Context: an optimization exercise on an open-source flow, tuned for small area, a short achievable clock period and few clock cycles. The choices shown serve that exercise and are no tape-out recipe.
Function was checked by simulation only, so behaviour that the tests miss may differ from the original.
Power and IR drop assume default switching activity.

--- flow/design.v ---
`timescale 1ns / 1ps
module AddrAdder (a, imm, sn, sum);
    input  wire [31:0] a;
    input  wire [14:0] imm;
    input  wire        sn;                
    output wire [31:0] sum;
    assign sum = a + {{8{~sn}}, {9{imm[14]}}, imm};
endmodule
`timescale 1ns / 1ps
module CPU (clk, reset, Instruction, read_data, mem_load, mem_store, ins_address, read_value2, alu_result, en_fetch_pulse, en_exe_pulse);
    input clk, reset;
    input wire [31:0] Instruction;
    input wire [31:0] read_data;
    output wire mem_load;
    output wire mem_store;
    output wire [31:0] ins_address;
    output wire [31:0] read_value2;
    output wire [31:0] alu_result;
    output wire en_fetch_pulse;
    output wire en_exe_pulse;
    localparam [4:0] ADD=5'b00010, ADDI=5'b00011, SUB=5'b00100, SUBI=5'b00101,
                     MUL=5'b00110, MULI=5'b00111, MOD=5'b01000, MODI=5'b01001,
                     AND=5'b01010, OR=5'b01011, XOR=5'b01100, NOT=5'b01101,
                     MOV=5'b01110, MOVI=5'b01111, MOVEQ=5'b10000, MOVIEQ=5'b10001,
                     MOVL=5'b10010, MOVIL=5'b10011, MOVG=5'b10100, MOVIG=5'b10101,
                     LAD=5'b10110, STR=5'b10111, JMP=5'b11000, BEQ=5'b11001,
                     BL=5'b11010, BG=5'b11011, LSFT=5'b11100, RSFT=5'b11101;
    localparam ROWS = 4;                  
    localparam NCH  = 32 / ROWS;          
    localparam CW   = 3;                  
    reg [31:0] pc;
    reg        fq;                        
    reg        ev;                        
    reg [31:0] ir;                        
    reg [31:0] A, B;                      
    reg [14:0] aimm;                      
    reg        asn;                       
    reg        is_ld, is_st;
    reg [1:0]  flags;
    reg        mbusy;                     
    reg        m_mod;                     
    reg [3:0]  m_rd;
    reg [CW-1:0] mcnt;
    reg [31:0] acc;
    reg [31:0] rf [1:15];
    wire [4:0]  op  = ir[31:27];
    wire [3:0]  rd  = ir[26:23];
    wire [14:0] imm = ir[14:0];
    wire [31:0] imm_ext = {{17{imm[14]}}, imm};
    wire [31:0] addr;
    AddrAdder u_addr (.a(A), .imm(aimm), .sn(asn), .sum(addr));
    wire        alu  = ~mbusy & ((op == ADD) | (op == ADDI) | (op == SUB) | (op == SUBI) |
                                 (op == MOD) | (op == MODI));
    wire        sub  = ~((op == ADD) | (op == ADDI));
    wire [33:0] as;
    wire lt = ~as[33];                    
    wire eq = ~|as[31:0];
    wire [1:0] new_flags = lt ? 2'b10 : (eq ? 2'b01 : 2'b11);
    wire is_sub = ~mbusy & ((op == SUB) | (op == SUBI));
    function [31:0] rev(input [31:0] v);
        integer k;
        for (k = 0; k < 32; k = k + 1) rev[k] = v[31 - k];
    endfunction
    wire shbig = |imm[14:5];
    wire [31:0] shin = (op == LSFT) ? rev(A) : A;
    wire [31:0] sht  = shbig ? 32'd0 : (shin >> imm[4:0]);
    reg [3:0] tt;
    always @(*) begin
        case (op)
            AND:     tt = 4'b1000;
            OR:      tt = 4'b1110;
            XOR:     tt = 4'b0110;
            NOT:     tt = 4'b0011;
            default: tt = 4'b1010;       
        endcase
    end
    reg [31:0] lu;
    integer q;
    always @(*) begin
        for (q = 0; q < 32; q = q + 1) lu[q] = tt[{A[q], B[q]}];
    end
    wire is_mod = mbusy ? m_mod  : ((op == MOD) | (op == MODI));
    wire is_mul = mbusy ? ~m_mod : ((op == MUL) | (op == MULI));
    function [CW-1:0] hichunk(input [31:0] v);
        integer k;
        begin
            hichunk = 0;
            for (k = 1; k < NCH; k = k + 1)
                if (|v[ROWS*k +: ROWS]) hichunk = k;
        end
    endfunction
    wire [CW-1:0] hia = hichunk(A);
    wire [CW-1:0] hib = hichunk(B);
    wire ser_a = is_mod | alu | (hia < hib);     
    wire [31:0] ser = ser_a ? A : B;
    wire [31:0] par = ser_a ? B : A;
    wire [CW-1:0] mc = mbusy ? mcnt : (ser_a ? hia : hib);
    wire [ROWS-1:0] sbits = ser[ROWS*mc +: ROWS];
    wire neg = is_mod | (alu & sub);
    wire [32:0] addend = neg ? {1'b1, ~par} : {1'b0, par};
    reg  [31:0] r;
    reg  [32:0] s, opd;
    reg  [33:0] y, as0;
    integer j;
    always @(*) begin
        r = mbusy ? acc : 32'd0;
        as0 = 34'd0;
        for (j = 0; j < ROWS; j = j + 1) begin
            s = {r, is_mod & sbits[ROWS-1-j]};
            opd = (is_mod | sbits[ROWS-1-j]) ? addend : 33'd0;
            if (j == 0 && alu) begin
                s = {1'b0, A};
                opd = addend;
            end
            y = {1'b0, s} + {1'b0, opd} + {33'd0, neg};
            if (j == 0) as0 = y;
            r = (is_mod & ~y[33]) ? s[31:0] : y[31:0];
        end
    end
    assign as = as0;
    wire mtrivial = lt | (B == 32'd0);
    wire mfirst_done = is_mod ? mtrivial : (mc == 0);
    wire mlastc = mbusy ? (mcnt == 0) : mfirst_done;
    wire mod_wait = ev & (is_mod | is_mul) & ~mlastc;
    wire [31:0] mod_res = (~mbusy & mtrivial) ? A : r;
    reg cond;
    always @(*) begin
        case (op[2:1])
            2'b00: cond = (flags == 2'b01);
            2'b01: cond = (flags == 2'b10);
            default: cond = (flags == 2'b11);
        endcase
    end
    reg [31:0] res;
    reg        wr;
    always @(*) begin
        res = 32'd0;
        wr  = 1'b1;
        if (mbusy) res = r;
        else case (op)
            ADD, ADDI, SUB, SUBI: res = as[31:0];
            MUL, MULI:         res = r;
            MOD, MODI:         res = mod_res;
            AND, OR, XOR, NOT, MOV, MOVI: res = lu;
            MOVEQ, MOVIEQ, MOVL, MOVIL, MOVG, MOVIG: begin res = lu; wr = cond; end
            LAD:               res = read_data;
            LSFT:              res = rev(sht);
            RSFT:              res = sht;
            default:           wr = 1'b0;
        endcase
    end
    wire [3:0] wrd = mbusy ? m_rd : rd;
    wire we = ev & ~mod_wait & wr & (wrd != 4'd0);
    wire fetch = fq;
    wire [4:0] iop = Instruction[31:27];
    wire [1:0] fl = (ev & is_sub) ? new_flags : flags;
    reg taken;
    always @(*) begin
        case (iop)
            JMP: taken = 1'b1;
            BEQ: taken = (fl == 2'b01);
            BL:  taken = (fl == 2'b10);
            BG:  taken = (fl == 2'b11);
            default: taken = 1'b0;
        endcase
    end
    wire [31:0] src = mbusy ? ir : Instruction;
    wire [4:0]  sop = src[31:27];
    wire [3:0]  srs = src[22:19];
    wire [3:0]  srt = src[18:15];
    wire b_imm = (sop == ADDI) | (sop == SUBI) | (sop == MULI) | (sop == MODI) |
                 (sop == MOVI) | (sop == MOVIEQ) | (sop == MOVIL) | (sop == MOVIG);
    wire [31:0] ra = (srs == 4'd0) ? 32'd0 : (we & (wrd == srs)) ? res : rf[srs];
    wire [31:0] rb = (srt == 4'd0) ? 32'd0 : (we & (wrd == srt)) ? res : rf[srt];
    wire load_ab = (fetch | mbusy) & ~mod_wait;
    always @(posedge clk) begin
        if (reset) begin
            pc <= 32'd0;
            fq <= 1'b0;
            ev <= 1'b0;
            flags <= 2'b00;
            mbusy <= 1'b0;
        end else begin
            fq <= ~mod_wait;
            ev <= fq | mbusy;
            mbusy <= mod_wait;
            if (ev & is_sub) flags <= new_flags;
            if (fetch)
                pc <= taken ? {{17{Instruction[14]}}, Instruction[14:0]} : pc + 32'd4;
        end
    end
    always @(posedge clk) begin
        mcnt <= (is_mod & ~mbusy) ? hia : mc - 1'b1;
        acc <= (is_mod & ~mbusy) ? 32'd0 : r;     
        if (~mbusy) begin
            m_mod <= is_mod;
            m_rd <= rd;
        end
        if (fetch) ir <= Instruction;
        aimm <= src[14:0];                    
        asn <= ~src[14];
        if (load_ab) begin
            A <= ra;
            B <= b_imm ? {{17{src[14]}}, src[14:0]} : rb;
            is_ld <= (sop == LAD);
            is_st <= (sop == STR);
        end
    end
    wire [31:0] wd = reset ? 32'd0 : res;
    genvar g;
    generate
        for (g = 1; g < 16; g = g + 1) begin : regs
            always @(posedge clk) begin
                if (reset | (we & (wrd == g))) rf[g] <= wd;
            end
        end
    endgenerate
    assign ins_address    = pc;
    assign en_fetch_pulse = fetch;
    assign en_exe_pulse   = ev & ~mbusy & (is_ld | is_st);
    assign mem_load       = is_ld;
    assign mem_store      = is_st;
    assign alu_result     = addr;
    assign read_value2    = B;
endmodule
--- flow/flow/run.sh ---
#!/bin/bash
# The standard layout (the standard.sh, every ORFS step unchanged), with
# one difference: the buffers that buffer_ports puts on every input and
# output port are buf_2 cells instead of the default choice, a slow
# clock-delay buffer. make's full output goes to flow_make.log; ORFS keeps
# each step's own log under orfs/logs/.
set -euo pipefail
export BUFFER_PORTS_ARGS="-buffer_cell sky130_fd_sc_hd__buf_2"
bash standard.sh > flow_make.log 2>&1
--- flow/standard.sh ---
#!/bin/bash
# synth_recipe.tcl (not shown) runs the flow's synth.tcl, then flattens the netlist and writes it again
# the make line also repeats each setting of config.mk as NAME=value (left out here)
make -C /OpenROAD-flow-scripts/flow DESIGN_CONFIG=/design/flow/config.mk WORK_HOME=/design/flow/orfs CLKGATE_MAP_FILE= SYNTH_SCRIPT=/design/flow/synth_recipe.tcl "${@:-finish}"
--- flow/config.mk ---
export PLATFORM = sky130hd
export DESIGN_NAME = CPU
export DESIGN_NICKNAME = CPU
export VERILOG_FILES = /design/flow/design.v
export SDC_FILE = /design/flow/constraint.sdc
export NUM_CORES = 4
export LEC_CHECK = 0
export CAP_MARGIN = 20
export CORE_MARGIN = 2
export CORE_UTILIZATION = 65
export PLACE_DENSITY = 0.75
export SLEW_MARGIN = 20
export SYNTH_HIERARCHICAL = 1
export SYNTH_MINIMUM_KEEP_SIZE = 0
--- flow/constraint.sdc ---
create_clock -name core_clock -period 125.0 [get_ports {clk}]
set_input_delay 25.0000 -clock core_clock [delete_from_list [all_inputs] [get_ports {clk}]]
set_output_delay 25.0000 -clock core_clock [all_outputs]
set_load 0.01 [all_outputs]
==> implementation parameters, run 1 <==
Parameter                              Value

Synth
  XOR/XNOR Fraction of Synth Area    3.65%
  Library cell occupying the most area in the post-synthesis netlist    sky130_fd_sc_hd__edfxtp_1
  Most used standard cell by instance count after synthesis    sky130_fd_sc_hd__edfxtp_1
  Complex-gate fraction of the synthesized area    25.9%
  Top cells by area, synth    sky130_fd_sc_hd__edfxtp_1 (38%), sky130_fd_sc_hd__ha_1 (4.4%), sky130_fd_sc_hd__a22oi_1 (4.4%), sky130_fd_sc_hd__mux2i_1 (4.1%), sky130_fd_sc_hd__a21oi_1 (4.0%)
  Syn Area/Cell    9.62 µm²
  Fraction of the yosys area taken by sequential cells    42.0%
  Post-Synth Adder-Cell Area    5.46%
  Synthesis Warnings    40
  Number of synthesized register bits    671
  Number of flops mapped to enable cells by yosys    579
  Most common library cells after synthesis    sky130_fd_sc_hd__edfxtp_1 (579), sky130_fd_sc_hd__nor2_1 (403), sky130_fd_sc_hd__nand2_1 (377), sky130_fd_sc_hd__a21oi_1 (370), sky130_fd_sc_hd__clkbuf_1 (282)
  Net count after synthesis    4999
  Most instantiated flip-flop cell in the synthesis netlist    sky130_fd_sc_hd__edfxtp_1
  Gate count of the mapped netlist    4764
  Multiplexer area fraction after synthesis    5.56%
  Share of synthesized flip-flops with an asynchronous set or reset    0%
  Basic-gate share of the synthesized area counting and, or, nand and nor cells    14.0%
  Cell Area, Synth    45800 µm²
  Share of Yosys cell area claimed by the top area cell type    37.9%
  Main combinational cell family by area after synthesis    compound AO/OA/AOI/OAI gates
  Number of distinct library cell variants in the gate-level netlist after synthesis    113

Floorplan
  I/O pin cnt    166
  Starting Density    65.6%
  Core Region    69900 µm²
  Die height    270 µm
  DIE AREA    72600 µm²
  Horizontal extent of the die    270 µm
  Number of cell rows    97

Clock network
  Cts repair resizes    0
  Hold buffers post-CTS    0
  CTS H-Tree Depth    3
  TritonCTS clock tree    built
  Clock tree sinks    671
  Postcts setup bufs    0
  Clock slew seen by the registers of the worst setup and hold paths    70 ps
  Clock Tree Root    sky130_fd_sc_hd__clkbuf_16
  Clock tree buffer depth    3
  Clock latency on the worst-skew pair    650 ps
  CTS Buf Count    70

Global routing
  Grt total ovfl    0
  Total GRT Usage    54.1%
  Pin count of the biggest net entering global routing    80
  Via count of the first global-routing pass    43700
  Antenna violations before repair    20
  First-pass GRT wire length    290 mm

Layout
  Final non-filler cell area    50500 µm²
  # nets final    5050
  Fraction of final layout cells with drive strength greater than 1    12.8%
  Area added between synthesis and finish    10.1%

Power and ir drop
  Leakage power figure    19.5 nW
  Peak VDD IR    15.9 µV
  Power density of the placed cells    21.8 nW/µm²

STA
  Relative slew slack    10.3%
  Period utilization    22.8%
  Setup TNS    0 ps
  Unrepaired setup endpoints after global routing    no
  FMAX    35.1 MHz
  Final count of hold timing violations    0
  Max-slew violations    0
  Slew at the pin closest to its max-slew limit    1350 ps
  Crit path time final    28520 ps
  Worst-case clock skew    35.6 ps
  Worst setup slack after layout    96480 ps
  Final setup violation count    0

Critical path
  Critical path peak fanout    12
  Arrival time at the worst endpoint    3520 ps
  Crit path cell chain    buf_4 -> ha_1 -> a21oi_1 -> o21ai_1 -> o311ai_1 -> o221ai_1 -> nor3b_1 -> a21oi_1 -> o311ai_1 -> buf_2
  Required time of the critical path    100000 ps
  Setup crit end kind    output pin
  Setup crit start kind    flop
  Launch instance of the worst register-to-register path    A[28]
  Critical path class    reg2out
  Slowest stage cell, crit path    sky130_fd_sc_hd__ha_1
  Highest cell delay on the worst timing path    450 ps
  Critical Path Source    A[15]

Routing
  First-pass iteration count of the detailed router    17
  Number of remaining DRC errors    0
  DRT antenna net count    0
  Count of vias placed by the detailed router    46400
  Detailed-route wire length    203 mm
  Number of DRC violations after detailed-routing iteration 0    9225
  Number of vias per cell after detailed routing    7.96
  WL/cell    34.8 µm

Place
  Placer Congestion    1.07
  # port buffers    165
  Area after detailed placement    48000 µm²
  Worst-case setup slack after placement    96670 ps
  Final HPWL DP    133 mm

Job
  Number of max-cap violations    0

Outcome
  Status  no timing/DRC/antenna violations

Worst hold path
  Type of the tightest min-delay check    reg2reg
  Critical hold path startpoint    pc[0]
## Yosys stat by module (local to each module, per instance)
module / times used / cells inside
AddrAdder: 1 / 241
CPU: 1 / 4523
## area by class of cell
| type | instances | area, µm² |
|---|---|---|
| antenna | 13 | 32.5 |
| clock buffer | 86 | 1870 |
| clock inverter | 41 | 588 |
| fill | 5116 | 19500 |
| inverter | 69 | 259 |
| multi-input combinational | 3685 | 25300 |
| sequential | 671 | 19200 |
| tap | 940 | 1180 |
| timing repair buffer | 318 | 1970 |
## critical path, delay by kind of cell, from the launching register on
| family | cells | cell delay (ps) |
|---|---|---|
| AOI/OAI and AO/OA | 6 | 1330 |
| buffers and inverters | 2 | 450 |
| and+or+nand+nor | 1 | 240 |
| adders and majority gates | 1 | 450 |
| DFF | 1 | 390 |
## worst paths after layout
kind	end	slack, ps	depth (start not counted)
setup / recovery	alu_result[30]	96480	10
hold / removal	pc[0]	460	2
hold reg to reg	pc[0]	460	2
setup reg to reg	rf[10][3]	102710	74
## stage by stage
stage | total power, mW | hold WS [ps] | util [%] | cells
2_1_floorplan | 0.669 | 477 | - | 4764
3_3_place_gp | 0.836 | 441 | 68.6 | 5682
3_5_place_dp | 0.844 | 450 | 68.6 | 5682
4_1_cts | 1.07 | 459 | 72.1 | 5809
5_1_grt | 1.13 | 502 | 72.1 | 5811
6_report | 1.10 | 465 | 72.2 | 5823
## report_power, final
part           internal (mW)  leakage [nW]  switching, mW
Sequential             0.285          6.70         0.0244
Combinational          0.194          11.7          0.372
Clock                  0.129          1.18         0.0949
## cells by family after synthesis
kind of cell    count (synthesis)
xor+xnor                      191
simple gates                 1353
compound gates               1696
fa+ha+maj                     201
flops                         671
mux                           244
buf+inv                       408
## per-layer routing
metal	global-route usage, %	up-vias	share of wire, %
met5	0	-	0.068
met4	45.5	22	11
met3	23.4	1647	16
met2	77.4	4755	41
met1	62.5	21200	32
li1	-	18700	-
## cells in the final DEF, fill, tap and decap left out, types with 44 or more instances in the layout
cell / instances
sky130_fd_sc_hd__ha_1: 160
sky130_fd_sc_hd__a222oi_1: 51
sky130_fd_sc_hd__o21ai_0: 258
sky130_fd_sc_hd__o221ai_1: 63
sky130_fd_sc_hd__mux2i_1: 190
sky130_fd_sc_hd__buf_2: 166
sky130_fd_sc_hd__buf_4: 152
sky130_fd_sc_hd__nor2b_1: 44
sky130_fd_sc_hd__a22oi_1: 266
sky130_fd_sc_hd__xnor2_1: 123
sky130_fd_sc_hd__nand4_1: 75
sky130_fd_sc_hd__a211oi_1: 62
sky130_fd_sc_hd__nor2_1: 370
sky130_fd_sc_hd__edfxtp_1: 579
sky130_fd_sc_hd__dfxtp_1: 90
sky130_fd_sc_hd__a221oi_1: 73
sky130_fd_sc_hd__mux2_2: 49
sky130_fd_sc_hd__nor3_1: 60
sky130_fd_sc_hd__a21oi_1: 367
sky130_fd_sc_hd__a22o_1: 78
sky130_fd_sc_hd__inv_1: 65
sky130_fd_sc_hd__xor2_1: 68
sky130_fd_sc_hd__and3_1: 60
sky130_fd_sc_hd__nand2_1: 377
sky130_fd_sc_hd__nand3_1: 136
sky130_fd_sc_hd__a21o_1: 89
sky130_fd_sc_hd__clkbuf_16: 71
## sequential cells by signal, indices dropped and copies added (netlist names), 2 cells and up
name,cells
rf,480
A,32
B,32
acc,32
ir,32
pc,32
aimm,15
m_rd,4
mcnt,3
flags,2
Testbench counts, summed over its fixed seeds: cycles 13,996.
==> run 2, diff against run 1 <==
--- a/flow/design.v
+++ b/flow/design.v
@@ -4,7 +4,12 @@
     input  wire [14:0] imm;
     input  wire        sn;                
     output wire [31:0] sum;
-    assign sum = a + {{8{~sn}}, {9{imm[14]}}, imm};
+    wire [15:0] lo = {1'b0, a[14:0]} + {1'b0, imm};
+    wire        c  = lo[15];
+    wire [16:0] inc = a[31:15] + 17'd1;
+    wire [16:0] dec = a[31:15] - 17'd1;
+    assign sum[14:0]  = lo[14:0];
+    assign sum[31:15] = (c & sn) ? inc : (~c & ~sn) ? dec : a[31:15];
 endmodule
 `timescale 1ns / 1ps
 module CPU (clk, reset, Instruction, read_data, mem_load, mem_store, ins_address, read_value2, alu_result, en_fetch_pulse, en_exe_pulse);
--- a/flow/config.mk
+++ b/flow/config.mk
@@ -7,8 +7,8 @@
 export LEC_CHECK = 0
 export CAP_MARGIN = 20
 export CORE_MARGIN = 2
-export CORE_UTILIZATION = 65
-export PLACE_DENSITY = 0.75
+export CORE_UTILIZATION = 50
+export PLACE_DENSITY = 0.6
 export SLEW_MARGIN = 20
 export SYNTH_HIERARCHICAL = 1
 export SYNTH_MINIMUM_KEEP_SIZE = 0
==> implementation parameters, run 2 <==
Parameter                              Value

Critical path
  Arrival time at the worst endpoint    4040 ps (was 3520 ps)
  Setup crit end kind    output pin (unchanged)
  Crit path cell chain    ha_1 -> nand2_1 -> o21ai_0 -> a2111oi_0 -> o2bb2ai_2 -> buf_4 -> mux2i_1 -> xor2_1 -> buf_2 (was buf_4 -> ha_1 -> a21oi_1 -> o21ai_1 -> o311ai_1 -> o221ai_1 -> nor3b_1 -> a21oi_1 -> o311ai_1 -> buf_2)
  Highest cell delay on the worst timing path    670 ps (was 450 ps)
  Critical path class    reg2out (unchanged)
  Slowest stage cell, crit path    sky130_fd_sc_hd__edfxtp_1 (was sky130_fd_sc_hd__ha_1)
  Required time of the critical path    100000 ps (about the same)
  Critical path peak fanout    14 (was 12)
  Setup crit start kind    flop (unchanged)

Synth
  Basic-gate share of the synthesized area counting and, or, nand and nor cells    14.3% (was 14.0%)
  Complex-gate fraction of the synthesized area    25.2% (was 25.9%)
  Share of Yosys cell area claimed by the top area cell type    38.3% (was 37.9%)
  Multiplexer area fraction after synthesis    5.91% (was 5.56%)
  Most instantiated flip-flop cell in the synthesis netlist    sky130_fd_sc_hd__edfxtp_1 (unchanged)
  Share of synthesized flip-flops with an asynchronous set or reset    0% (unchanged)
  XOR/XNOR Fraction of Synth Area    3.68% (was 3.65%)
  Gate count of the mapped netlist    4717 (was 4764)
  Most common library cells after synthesis    sky130_fd_sc_hd__edfxtp_1 (579), sky130_fd_sc_hd__nor2_1 (407), sky130_fd_sc_hd__nand2_1 (370), sky130_fd_sc_hd__a21oi_1 (353), sky130_fd_sc_hd__clkbuf_1 (277) (was sky130_fd_sc_hd__edfxtp_1 (579), sky130_fd_sc_hd__nor2_1 (403), sky130_fd_sc_hd__nand2_1 (377), sky130_fd_sc_hd__a21oi_1 (370), sky130_fd_sc_hd__clkbuf_1 (282))
  Net count after synthesis    4938 (was 4999)
  Top cells by area, synth    sky130_fd_sc_hd__edfxtp_1 (38%), sky130_fd_sc_hd__mux2i_1 (4.5%), sky130_fd_sc_hd__a22oi_1 (4.4%), sky130_fd_sc_hd__dfxtp_1 (4.1%), sky130_fd_sc_hd__ha_1 (4.0%) (was sky130_fd_sc_hd__edfxtp_1 (38%), sky130_fd_sc_hd__ha_1 (4.4%), sky130_fd_sc_hd__a22oi_1 (4.4%), sky130_fd_sc_hd__mux2i_1 (4.1%), sky130_fd_sc_hd__a21oi_1 (4.0%))
  Number of flops mapped to enable cells by yosys    579 (unchanged)
  Syn Area/Cell    9.63 µm² (was 9.62 µm²)
  Most used standard cell by instance count after synthesis    sky130_fd_sc_hd__edfxtp_1 (unchanged)
  Number of distinct library cell variants in the gate-level netlist after synthesis    109 (was 113)
  Synthesis Warnings    40 (unchanged)
  Fraction of the yosys area taken by sequential cells    42.3% (was 42.0%)
  Library cell occupying the most area in the post-synthesis netlist    sky130_fd_sc_hd__edfxtp_1 (unchanged)
  Cell Area, Synth    45400 µm² (was 45800 µm²)
  Post-Synth Adder-Cell Area    5.12% (was 5.46%)
  Number of synthesized register bits    671 (unchanged)
  Main combinational cell family by area after synthesis    compound AO/OA/AOI/OAI gates (unchanged)

Routing
  Detailed-route wire length    206 mm (was 203 mm)
  Number of vias per cell after detailed routing    7.27 (was 7.96)
  DRT antenna net count    0 (unchanged)
  First-pass iteration count of the detailed router    10 (was 17)
  WL/cell    34.1 µm (was 34.8 µm)
  Number of DRC violations after detailed-routing iteration 0    7046 (was 9225)
  Number of remaining DRC errors    0 (unchanged)
  Count of vias placed by the detailed router    43900 (was 46400)

Floorplan
  Horizontal extent of the die    305 µm (was 270 µm)
  DIE AREA    93300 µm² (was 72600 µm²)
  I/O pin cnt    166 (unchanged)
  Number of cell rows    110 (was 97)
  Starting Density    50.5% (was 65.6%)
  Core Region    90000 µm² (was 69900 µm²)
  Die height    305 µm (was 270 µm)

Layout
  Largest register FFs    480 (unchanged)
  Leading cell type in the layout, fill and taps excluded    sky130_fd_sc_hd__edfxtp_1 (unchanged)
  Fraction of final layout cells with drive strength greater than 1    13.4% (was 12.8%)
  Area added between synthesis and finish    11.7% (was 10.1%)
  Top reg by flops    rf (unchanged)
  Utilization after layout    56.4% (was 72.2%)
  Final non-filler cell area    50800 µm² (was 50500 µm²)
  # nets final    5027 (was 5050)
  Commonest cells after routing, fill and taps aside    sky130_fd_sc_hd__edfxtp_1 (579), sky130_fd_sc_hd__nor2_1 (373), sky130_fd_sc_hd__nand2_1 (370) (was sky130_fd_sc_hd__edfxtp_1 (579), sky130_fd_sc_hd__nand2_1 (377), sky130_fd_sc_hd__nor2_1 (370))
  Number of filler instances in the final layout    7999 (was 5116)

Power and ir drop
  Total power draw    1.09 mW (was 1.10 mW)
  Peak VDD IR    14.4 µV (was 15.9 µV)
  Power density of the placed cells    21.6 nW/µm² (was 21.8 nW/µm²)
  Leakage power figure    19.5 nW (about the same)

Global routing
  Antenna violations before repair    13 (was 20)
  Via count of the first global-routing pass    40900 (was 43700)
  First-pass GRT wire length    292 mm (was 290 mm)
  Total GRT Usage    42.8% (was 54.1%)
  Pin count of the biggest net entering global routing    81 (was 80)
  Grt total ovfl    0 (unchanged)

STA
  Final count of hold timing violations    0 (unchanged)
  Unrepaired setup endpoints after global routing    no (unchanged)
  FMAX    34.4 MHz (was 35.1 MHz)
  Relative slew slack    18.2% (was 10.3%)
  Max-slew violations    0 (unchanged)
  Setup TNS    0 ps (unchanged)
  Slew at the pin closest to its max-slew limit    1220 ps (was 1350 ps)
  Worst-case clock skew    71.0 ps (was 35.6 ps)
  Crit path time final    29040 ps (was 28520 ps)
  Period utilization    23.2% (was 22.8%)
  Final setup violation count    0 (unchanged)

Job
  Number of max-cap violations    0 (unchanged)

Place
  Placer Congestion    1.03 (was 1.07)
  # port buffers    165 (unchanged)
  Area after detailed placement    48200 µm² (was 48000 µm²)
  Final HPWL DP    137 mm (was 133 mm)

Clock network
  Clock tree sinks    671 (unchanged)
  TritonCTS clock tree    built (unchanged)
  Clock Tree Root    sky130_fd_sc_hd__clkbuf_16 (unchanged)
  Postcts setup bufs    0 (unchanged)
  Clock latency on the worst-skew pair    670 ps (was 650 ps)
  Clock slew seen by the registers of the worst setup and hold paths    60 ps (was 70 ps)
  Hold buffers post-CTS    0 (unchanged)
  Cts repair resizes    0 (unchanged)
  CTS H-Tree Depth    3 (unchanged)
  CTS Buf Count    75 (was 70)
  Clock tree buffer depth    3 (unchanged)

Worst hold path
  Type of the tightest min-delay check    reg2reg (unchanged)

Outcome
  Status  no timing/DRC/antenna violations (unchanged)
==> run 2: final timing paths <==
path / from / to / slack (ps) / depth (start not counted)
worst max-delay path: A[10] / alu_result[25] / 95960 / 9
worst min-delay path: pc[31] / pc[31] / 480 / 2
worst min register to register: pc[31] / pc[31] / 480 / 2
worst max register to register: A[28] / rf[12][6] / 101950 / 78
==> run 2: metrics by stage <==
step                      setup slack, ps  std cells  hold slack [ps]
after floorplan                     97560       4717              477
after global placement              96450       5904              447
after detailed placement            96570       5904              465
after CTS                           96030       6042              477
after global routing                95830       6043              492
final                               95960       6045              476
==> run 2: area by class of cell <==
type,count,area [µm²],share of cell area [%]
multi-input cells,3643,25100,49.4
flip-flops and latches,671,19200,37.9
repair buffers,345,2180,4.29
clock buffers,88,1930,3.79
well taps,1176,1470,2.90
clock inverters,50,629,1.24
inverters,70,263,0.518
diodes,2,5.00,0.00986
==> run 2: cells by family after synthesis <==
logic type / after synthesis
buf+inv: 403
compound gates: 1642
simple gates: 1365
xor+xnor: 191
flops: 671
fa+ha+maj: 187
mux: 258
==> run 2: where the power goes <==
part | internal (mW) | switching, mW
sequential | 0.284 | 0.0192
combinational | 0.190 | 0.369
clock | 0.133 | 0.0988
total | 0.608 | 0.487
==> run 2: worst max-delay path: cells and delay by family (launching register included) <==
| kind | cells | cell delay, ps |
|---|---|---|
| AOI/OAI and AO/OA | 3 | 1200 |
| DFF | 1 | 670 |
| buffers and inverters | 2 | 520 |
| xor gates and xnor gates | 1 | 180 |
| adders and majority gates | 1 | 520 |
| and+or+nand+nor | 1 | 70 |
| muxes | 1 | 240 |
==> run 2: metal layers <==
layer / track usage (%) / part of all wire, %
met5: 0 / 0.039
met4: 27.3 / 7.7
met3: 11.7 / 13
met2: 65.0 / 43
met1: 53.9 / 36
==> run 2: per-module statistics from Yosys, one instance, submodules excluded <==
module	flops+latches	times used	area, µm²
CPU	671	1	44100
AddrAdder	0	1	1380
Testbench counts of run 2, summed over its fixed seeds: cycles 13,996.
==> run 3, diff against run 2 <==
--- a/flow/config.mk
+++ b/flow/config.mk
@@ -7,8 +7,10 @@
 export LEC_CHECK = 0
 export CAP_MARGIN = 20
 export CORE_MARGIN = 2
-export CORE_UTILIZATION = 50
-export PLACE_DENSITY = 0.6
+export CORE_UTILIZATION = 58
+export CTS_CLUSTER_DIAMETER = 60
+export CTS_CLUSTER_SIZE = 25
+export PLACE_DENSITY = 0.68
 export SLEW_MARGIN = 20
 export SYNTH_HIERARCHICAL = 1
 export SYNTH_MINIMUM_KEEP_SIZE = 0
==> implementation parameters, run 3 <==
Parameter                              Value

Critical path
  Crit path cell chain    ha_1 -> a21bo_2 -> nor3_1 -> o2bb2ai_2 -> buf_4 -> mux2i_1 -> xor2_1 -> buf_2 (was ha_1 -> nand2_1 -> o21ai_0 -> a2111oi_0 -> o2bb2ai_2 -> buf_4 -> mux2i_1 -> xor2_1 -> buf_2)
  Critical path peak fanout    20 (was 14)
  Critical path class    reg2out (unchanged)
  Required time of the critical path    100000 ps (about the same)
  Arrival time at the worst endpoint    3940 ps (was 4040 ps)
  Setup crit start kind    flop (unchanged)
  Setup crit end kind    output pin (unchanged)
  Worst-case reg-to-reg path depth    78 (unchanged)
  Slowest stage cell, crit path    sky130_fd_sc_hd__edfxtp_1 (unchanged)
  Highest cell delay on the worst timing path    750 ps (was 670 ps)

Floorplan
  Core Region    77500 µm² (was 90000 µm²)
  Horizontal extent of the die    284 µm (was 305 µm)
  Die height    284 µm (was 305 µm)
  I/O pin cnt    166 (unchanged)
  Number of cell rows    102 (was 110)
  Starting Density    58.7% (was 50.5%)
  DIE AREA    80600 µm² (was 93300 µm²)

Place
  Placer Congestion    1.06 (was 1.03)
  Number of placed instances with taps included    5738 (was 5904)
  Final HPWL DP    128 mm (was 137 mm)
  # port buffers    165 (unchanged)
  Worst-case setup slack after placement    96420 ps (was 96570 ps)

Routing
  Met2 routed wirelength    82.4 mm (was 88.7 mm)
  Number of remaining DRC errors    0 (unchanged)
  Metal-1 WL    68.1 mm (was 74.9 mm)
  Count of vias placed by the detailed router    43900 (about the same)
  First-pass iteration count of the detailed router    10 (unchanged)
  DRT antenna net count    0 (unchanged)
  Number of vias per cell after detailed routing    7.52 (was 7.27)
  Wire length on met3    27.9 mm (was 26.4 mm)
  Number of DRC violations after detailed-routing iteration 0    8076 (was 7046)
  Max layer used    met5 (unchanged)
  Detailed-route wire length    194 mm (was 206 mm)
  WL/cell    33.2 µm (was 34.1 µm)

Clock network
  Cts repair resizes    0 (unchanged)
  Clock latency on the worst-skew pair    670 ps (about the same)
  CTS H-Tree Depth    2 (was 3)
  Clock Tree Root    sky130_fd_sc_hd__clkbuf_16 (unchanged)
  Clock slew seen by the registers of the worst setup and hold paths    80 ps (was 60 ps)
  Hold buffers post-CTS    0 (unchanged)
  CTS Buf Count    48 (was 75)
  TritonCTS clock tree    built (unchanged)
  Clock tree sinks    671 (unchanged)
  Clock tree buffer depth    3 (unchanged)
  Postcts setup bufs    0 (unchanged)

Synth
  Net count after synthesis    4938 (unchanged)
  Cell Area, Synth    45400 µm² (unchanged)
  Number of flops mapped to enable cells by yosys    579 (unchanged)
  Share of Yosys cell area claimed by the top area cell type    38.3% (unchanged)
  Gate count of the mapped netlist    4717 (unchanged)
  Number of distinct library cell variants in the gate-level netlist after synthesis    109 (unchanged)
  Share of synthesized flip-flops with an asynchronous set or reset    0% (unchanged)
  Syn Area/Cell    9.63 µm² (unchanged)
  Most used standard cell by instance count after synthesis    sky130_fd_sc_hd__edfxtp_1 (unchanged)
  Library cell occupying the most area in the post-synthesis netlist    sky130_fd_sc_hd__edfxtp_1 (unchanged)
  Most instantiated flip-flop cell in the synthesis netlist    sky130_fd_sc_hd__edfxtp_1 (unchanged)
  Top cells by area, synth    sky130_fd_sc_hd__edfxtp_1 (38%), sky130_fd_sc_hd__mux2i_1 (4.5%), sky130_fd_sc_hd__a22oi_1 (4.4%), sky130_fd_sc_hd__dfxtp_1 (4.1%), sky130_fd_sc_hd__ha_1 (4.0%) (unchanged)
  Most common library cells after synthesis    sky130_fd_sc_hd__edfxtp_1 (579), sky130_fd_sc_hd__nor2_1 (407), sky130_fd_sc_hd__nand2_1 (370), sky130_fd_sc_hd__a21oi_1 (353), sky130_fd_sc_hd__clkbuf_1 (277) (unchanged)
  Number of synthesized register bits    671 (unchanged)
  Fraction of the yosys area taken by sequential cells    42.3% (unchanged)
  Synthesis Warnings    40 (unchanged)

Power and ir drop
  Clock share of power    17.1% (was 21.2%)
  Part of the total power dissipated in sequential elements    29.4% (was 27.7%)
  Leakage power figure    19.0 nW (was 19.5 nW)
  Total power draw    1.04 mW (was 1.09 mW)
  Proportion of power drawn by combinational gates    53.5% (was 51.1%)
  Switching portion of total power    46.3% (was 44.5%)
  Power density of the placed cells    20.9 nW/µm² (was 21.6 nW/µm²)
  Cell-internal power    0.556 mW (was 0.608 mW)
  Peak VDD IR    17.5 µV (was 14.4 µV)
  P_sw    0.480 mW (was 0.487 mW)

STA
  Unrepaired setup endpoints after global routing    no (unchanged)
  Worst-case clock skew    55.7 ps (was 71.0 ps)
  Worst setup slack after layout    96060 ps (was 95960 ps)
  FMAX    34.6 MHz (was 34.4 MHz)
  Relative slew slack    9.25% (was 18.2%)
  Crit path time final    28940 ps (was 29040 ps)
  Final setup violation count    0 (unchanged)
  Final count of hold timing violations    0 (unchanged)
  Slew at the pin closest to its max-slew limit    1350 ps (was 1220 ps)
  Period utilization    23.2% (about the same)
  Max-slew violations    0 (unchanged)
  Setup TNS    0 ps (unchanged)
  Worst hold slack across all endpoints    466 ps (was 476 ps)

Layout
  Number of standard cells in the layout, taps in and fillers out    5834 (was 6045)
  Leading cell type in the layout, fill and taps excluded    sky130_fd_sc_hd__edfxtp_1 (unchanged)
  Fraction of final layout cells with drive strength greater than 1    12.3% (was 13.4%)
  Commonest cells after routing, fill and taps aside    sky130_fd_sc_hd__edfxtp_1 (579), sky130_fd_sc_hd__nor2_1 (374), sky130_fd_sc_hd__nand2_1 (370) (was sky130_fd_sc_hd__edfxtp_1 (579), sky130_fd_sc_hd__nor2_1 (373), sky130_fd_sc_hd__nand2_1 (370))
  Top reg by flops    rf (unchanged)
  Area added between synthesis and finish    9.13% (was 11.7%)
  Largest register FFs    480 (unchanged)
  Number of filler instances in the final layout    6483 (was 7999)
  # nets final    4970 (was 5027)

Global routing
  First-pass GRT wire length    276 mm (was 292 mm)
  Grt total ovfl    0 (unchanged)
  Total GRT Usage    46.3% (was 42.8%)
  Pin count of the biggest net entering global routing    85 (was 81)
  Antenna violations before repair    16 (was 13)
  Via count of the first global-routing pass    40500 (was 40900)

Worst hold path
  Cell depth of the worst hold path    2 (unchanged)
  Type of the tightest min-delay check    reg2reg (unchanged)

Outcome
  Status  no timing/DRC/antenna violations (unchanged)

Job
  Number of max-cap violations    0 (unchanged)
run 3: cell types whose count changed in the layout (fill, tap and decap cells not counted), sizes merged:
cell and change:
buf -30, diode +7, clkinvlp -2, inv +10, clkinv -16, clkbuf -37, bufinv -7
run 3: Yosys stat by module (local to each module, per instance):
module | cell area [µm²] | flops+latches | copies in the design
AddrAdder | 1380 | 0 | 1
CPU | 44100 | 671 | 1
run 3: worst paths after layout:
path	start	to	slack, ps
setup / recovery	A[7]	alu_result[17]	96060
setup reg to reg	A[28]	rf[3][6]	102560
hold reg to reg	pc[0]	pc[0]	470
hold / removal	pc[0]	pc[0]	470
run 3: critical path: cells and delay by family, from the launching register on:
kind / cells / cell delay [ps]
AO/OA/AOI/OAI: 2 / 400
XOR/XNOR: 1 / 370
adder cells (fa/ha/maj): 1 / 500
buffers and inverters: 2 / 560
flip-flops: 1 / 750
multiplexers: 1 / 300
AND/OR/NAND/NOR: 1 / 410
run 3: area by class of cell:
class	count	area, µm²	area share [%]
antenna	9	22.5	0.0454
tap	1040	1300	2.62
inverter	70	263	0.530
sequential	671	19200	38.8
timing repair buffer	315	1950	3.94
clock inverter	35	574	1.16
multi-input combinational	3643	25000	50.5
clock buffer	51	1210	2.44
run 3: cells by family after synthesis:
| group | Yosys count | synth area share (%) |
|---|---|---|
| AO/OA/AOI/OAI | 1642 | 25.2 |
| AND/OR/NAND/NOR | 1365 | 14.3 |
| buffers and inverters | 403 | 3.45 |
| XOR/XNOR | 191 | 3.68 |
| adder cells (fa/ha/maj) | 187 | 5.12 |
| multiplexers | 258 | 5.91 |
| flip-flops | 671 | 42.3 |
run 3: through the flow:
step	utilization, %	area, µm²
after global routing	64.0	49600
after global placement	61.7	47800
after CTS	64.0	49600
after detailed placement	61.7	47800
after floorplan	-	45400
final	64.0	49600
run 3: power by group through the flow:
| stage | logic (mW) | clock network (mW) | registers (mW) |
|---|---|---|---|
| global placement | 0.523 | 0 | 0.308 |
| detailed placement | 0.528 | 0 | 0.308 |
| finish | 0.554 | 0.177 | 0.305 |
| floorplan | 0.361 | 0 | 0.301 |
| global route | 0.585 | 0.184 | 0.307 |
| CTS | 0.531 | 0.176 | 0.303 |
run 3: layer usage:
metal,GRT usage (%),vias up
met5,0.0595,-
met4,30.3,12
met3,14.9,992
met2,68.9,3681
met1,57.9,20700
li1,-,18400
==> run 4, diff against run 3 <==
==> flow/run.sh (new file) <==
#!/bin/bash
# synth_recipe.tcl (not shown) runs the flow's synth.tcl, then flattens the netlist and writes it again
# the make line also repeats each setting of config.mk as NAME=value (left out here)
make -C /OpenROAD-flow-scripts/flow DESIGN_CONFIG=/design/flow/config.mk WORK_HOME=/design/flow/orfs CLKGATE_MAP_FILE= SYNTH_SCRIPT=/design/flow/synth_recipe.tcl finish
--- a/flow/config.mk
+++ b/flow/config.mk
@@ -7,10 +7,8 @@
 export LEC_CHECK = 0
 export CAP_MARGIN = 20
 export CORE_MARGIN = 2
-export CORE_UTILIZATION = 58
-export CTS_CLUSTER_DIAMETER = 60
-export CTS_CLUSTER_SIZE = 25
-export PLACE_DENSITY = 0.68
+export CORE_UTILIZATION = 50
+export PLACE_DENSITY = 0.6
 export SLEW_MARGIN = 20
 export SYNTH_HIERARCHICAL = 1
 export SYNTH_MINIMUM_KEEP_SIZE = 0
removed: flow/flow/run.sh
removed: flow/standard.sh
==> implementation parameters, run 4 <==
Parameter                              Value

Synth
  Most common library cells after synthesis    sky130_fd_sc_hd__edfxtp_1 (579), sky130_fd_sc_hd__nor2_1 (407), sky130_fd_sc_hd__nand2_1 (370), sky130_fd_sc_hd__a21oi_1 (353), sky130_fd_sc_hd__clkbuf_1 (277) (unchanged)
  Complex-gate fraction of the synthesized area    25.2% (unchanged)
  Top cells by area, synth    sky130_fd_sc_hd__edfxtp_1 (38%), sky130_fd_sc_hd__mux2i_1 (4.5%), sky130_fd_sc_hd__a22oi_1 (4.4%), sky130_fd_sc_hd__dfxtp_1 (4.1%), sky130_fd_sc_hd__ha_1 (4.0%) (unchanged)
  Library cell occupying the most area in the post-synthesis netlist    sky130_fd_sc_hd__edfxtp_1 (unchanged)
  Cell Area, Synth    45400 µm² (unchanged)
  XOR/XNOR Fraction of Synth Area    3.68% (unchanged)
  Syn Area/Cell    9.63 µm² (unchanged)
  Synthesis Warnings    40 (unchanged)
  Gate count of the mapped netlist    4717 (unchanged)
  Main combinational cell family by area after synthesis    compound AO/OA/AOI/OAI gates (unchanged)
  Fraction of the yosys area taken by sequential cells    42.3% (unchanged)
  Most instantiated flip-flop cell in the synthesis netlist    sky130_fd_sc_hd__edfxtp_1 (unchanged)
  Number of flops mapped to enable cells by yosys    579 (unchanged)
  Share of synthesized flip-flops with an asynchronous set or reset    0% (unchanged)
  Post-Synth Adder-Cell Area    5.12% (unchanged)
  Net count after synthesis    4938 (unchanged)
  Number of distinct library cell variants in the gate-level netlist after synthesis    109 (unchanged)
  Basic-gate share of the synthesized area counting and, or, nand and nor cells    14.3% (unchanged)
  Number of synthesized register bits    671 (unchanged)
  Share of Yosys cell area claimed by the top area cell type    38.3% (unchanged)
  Most used standard cell by instance count after synthesis    sky130_fd_sc_hd__edfxtp_1 (unchanged)
  Multiplexer area fraction after synthesis    5.91% (unchanged)

Power and ir drop
  Power density of the placed cells    21.2 nW/µm² (was 20.9 nW/µm²)
  Peak VDD IR    13.8 µV (was 17.5 µV)
  Total power draw    1.09 mW (was 1.04 mW)
  Leakage power figure    19.3 nW (was 19.0 nW)

Critical path
  Internal reg-to-reg setup slack    101520 ps (was 102560 ps)
  Crit path cell chain    ha_1 -> and3_1 -> a2111oi_0 -> o2bb2ai_2 -> mux2i_1 -> xor2_1 -> clkdlybuf4s50_1 (was ha_1 -> a21bo_2 -> nor3_1 -> o2bb2ai_2 -> buf_4 -> mux2i_1 -> xor2_1 -> buf_2)
  Required time of the critical path    100000 ps (about the same)
  Largest delay contributor family on the critical path    compound AO/OA/AOI/OAI gates (was flip-flops)
  Endpoint of the lowest-slack register-to-register path    rf[11][6] (was rf[3][6])
  Worst-case reg-to-reg path depth    78 (unchanged)
  Setup crit start kind    flop (unchanged)
  Critical path peak fanout    11 (was 20)
  Critical path class    reg2out (unchanged)
  Setup crit end kind    output pin (unchanged)
  Highest cell delay on the worst timing path    780 ps (was 750 ps)
  Critical path buffer and inverter count    1 (was 2)
  Arrival time at the worst endpoint    4430 ps (was 3940 ps)
  Launch instance of the worst register-to-register path    A[28] (unchanged)
  Slowest stage cell, crit path    sky130_fd_sc_hd__edfxtp_1 (unchanged)

Floorplan
  Starting Density    50.5% (was 58.7%)
  DIE AREA    93300 µm² (was 80600 µm²)
  Die height    305 µm (was 284 µm)
  Core Region    90000 µm² (was 77500 µm²)
  Number of cell rows    110 (was 102)
  I/O pin cnt    166 (unchanged)
  Horizontal extent of the die    305 µm (was 284 µm)

STA
  Worst hold slack across all endpoints    468 ps (was 466 ps)
  Max-slew violations    0 (unchanged)
  Period utilization    23.5% (was 23.2%)
  Worst-case clock skew    47.0 ps (was 55.7 ps)
  FMAX    34.0 MHz (was 34.6 MHz)
  Final count of hold timing violations    0 (unchanged)
  Relative slew slack    15.9% (was 9.25%)
  Unrepaired setup endpoints after global routing    no (unchanged)
  Worst setup slack after layout    95570 ps (was 96060 ps)
  Slew at the pin closest to its max-slew limit    1250 ps (was 1350 ps)
  Setup TNS    0 ps (unchanged)
  Final setup violation count    0 (unchanged)
  Crit path time final    29430 ps (was 28940 ps)

Clock network
  Cts repair resizes    0 (unchanged)
  Hold buffers post-CTS    0 (unchanged)
  Clock slew seen by the registers of the worst setup and hold paths    70 ps (was 80 ps)
  TritonCTS clock tree    built (unchanged)
  Clock tree buffer depth    3 (unchanged)
  CTS Buf Count    74 (was 48)
  Clock tree sinks    671 (unchanged)
  CTS H-Tree Depth    3 (was 2)
  Clock latency on the worst-skew pair    670 ps (about the same)
  Postcts setup bufs    0 (unchanged)
  Clock Tree Root    sky130_fd_sc_hd__clkbuf_16 (unchanged)

Place
  Placer Congestion    1.03 (was 1.06)
  Number of placed instances with taps included    5893 (was 5738)
  Worst-case setup slack after placement    96340 ps (was 96420 ps)
  Final HPWL DP    138 mm (was 128 mm)
  # port buffers    165 (unchanged)
  Area after detailed placement    48900 µm² (was 47800 µm²)

Layout
  Utilization after layout    57.1% (was 64.0%)
  Largest register FFs    480 (unchanged)
  Fraction of final layout cells with drive strength greater than 1    9.78% (was 12.3%)
  Final non-filler cell area    51400 µm² (was 49600 µm²)
  Leading cell type in the layout, fill and taps excluded    sky130_fd_sc_hd__edfxtp_1 (unchanged)
  Number of standard cells in the layout, taps in and fillers out    6028 (was 5834)
  Commonest cells after routing, fill and taps aside    sky130_fd_sc_hd__edfxtp_1 (579), sky130_fd_sc_hd__nor2_1 (373), sky130_fd_sc_hd__nand2_1 (370) (was sky130_fd_sc_hd__edfxtp_1 (579), sky130_fd_sc_hd__nor2_1 (374), sky130_fd_sc_hd__nand2_1 (370))
  # nets final    5014 (was 4970)
  Area added between synthesis and finish    13.0% (was 9.13%)
  Top reg by flops    rf (unchanged)

Global routing
  Antenna violations before repair    9 (was 16)
  Total GRT Usage    43.2% (was 46.3%)
  First-pass GRT wire length    294 mm (was 276 mm)
  Met3 GRT Util    11.9% (was 14.9%)
  Met1 track demand over resource in global routing    55.0% (was 57.9%)
  Routing layer with the top usage in global route    met2 (unchanged)
  Pin count of the biggest net entering global routing    79 (was 85)
  Via count of the first global-routing pass    40300 (was 40500)
  GRT met2 Usage    65.7% (was 68.9%)
  Grt total ovfl    0 (unchanged)

Routing
  Count of vias placed by the detailed router    43800 (was 43900)
  Number of vias per cell after detailed routing    7.26 (was 7.52)
  First-pass iteration count of the detailed router    9 (was 10)
  WL/cell    34.6 µm (was 33.2 µm)
  Number of remaining DRC errors    0 (unchanged)
  Number of DRC violations after detailed-routing iteration 0    7386 (was 8076)
  Detailed-route wire length    208 mm (was 194 mm)
  DRT antenna net count    0 (unchanged)

Worst hold path
  Type of the tightest min-delay check    reg2reg (unchanged)
  Cell depth of the worst hold path    2 (unchanged)
  Critical hold path startpoint    pc[0] (unchanged)
  Hold Crit Endpoint    pc[0] (unchanged)

Job
  Number of max-cap violations    0 (unchanged)

Outcome
  Status  no timing/DRC/antenna violations (unchanged)
[run 4: cell counts after synthesis]
No cell type changed its count.
[run 4: final cells by class]
class	instances	area [µm²]
antenna	4	10.0
tap	1176	1470
timing repair buffer	333	2910
multi-input combinational	3643	25100
sequential	671	19200
clock inverter	45	465
inverter	70	263
clock buffer	86	1940
fill	7976	38600
[run 4: cells by family after synthesis]
family	count (synthesis)
AND/OR/NAND/NOR	1365
flip-flops	671
multiplexers	258
adder cells (fa/ha/maj)	187
AO/OA/AOI/OAI	1642
buffers and inverters	403
XOR/XNOR	191
[run 4: how the worst max path moves through the flow]
stage | start | endpoint | cells after the start
finish | A[12] | alu_result[19] | 7
global route | A[9] | alu_result[25] | 9
CTS | A[9] | alu_result[25] | 9
detailed placement | Instruction[22] | A[8] | 10
global placement | Instruction[22] | A[8] | 10
floorplan | Instruction[16] | B[16] | 8
[run 4: where the power goes]
group          leakage, nW  switching [mW]  internal (mW)
registers             6.70          0.0203          0.285
clock network         1.16          0.0966          0.125
logic                 11.4           0.370          0.195
[run 4: worst reg2reg max path: cells and delay by family, from the launching register on]
family / cells / cell delay [ps]
AOI/OAI and AO/OA: 37 / 11160
xor gates and xnor gates: 1 / 180
adders and majority gates: 6 / 2590
buffers and inverters: 9 / 2620
DFF: 1 / 370
muxes: 3 / 1180
and+or+nand+nor: 22 / 5020
[run 4: modules after synthesis, one instance, submodules excluded]
module	cells	flops+latches	copies in the design
AddrAdder	194	0	1
CPU	4523	671	1
[run 4: metal layers]
layer	routed length, µm	vias up
li1	-	18500
met1	76600	20900
met2	89800	3349
met3	26500	937
met4	15400	10
met5	79	-

-- port drivers added, routing unchanged --
In the flow no input, the clock included, has a driving cell. The finished layouts below were timed again as built, in two steps.
Step 1, drivers: a clkbuf_16 drives clk and a buf_2 each remaining input, both assumed.
Step 2 moves the port delays by t, midway between the first and last clock arrival at a register: inputs arrive t later, outputs are due t later. That takes back most of the time a late clock gives input paths.
a / b / c = no drivers / after step 1 / after step 2; a / b = the first two.
run | t, ns | slack for setup (ns) | worst register clock-pin slew, ns | pins driven straight from the clock port
run 1 | 0.704 | 96.479 / 96.406 / 96.381 | 0.07 / 0.07 | 1
run 2 | 0.708 | 95.955 / 95.885 / 96.413 | 0.07 / 0.07 | 1
run 3 | 0.719 | 96.057 / 95.982 / 96.572 | 0.10 / 0.10 | 1
run 4 | 0.715 | 95.574 / 95.506 / 96.221 | 0.07 / 0.07 | 1
After both steps every run listed still meets setup and hold. For run 1, which loses most, drivers alone change the setup slack by -0.073 ns; drivers and shift together by -0.098 ns.
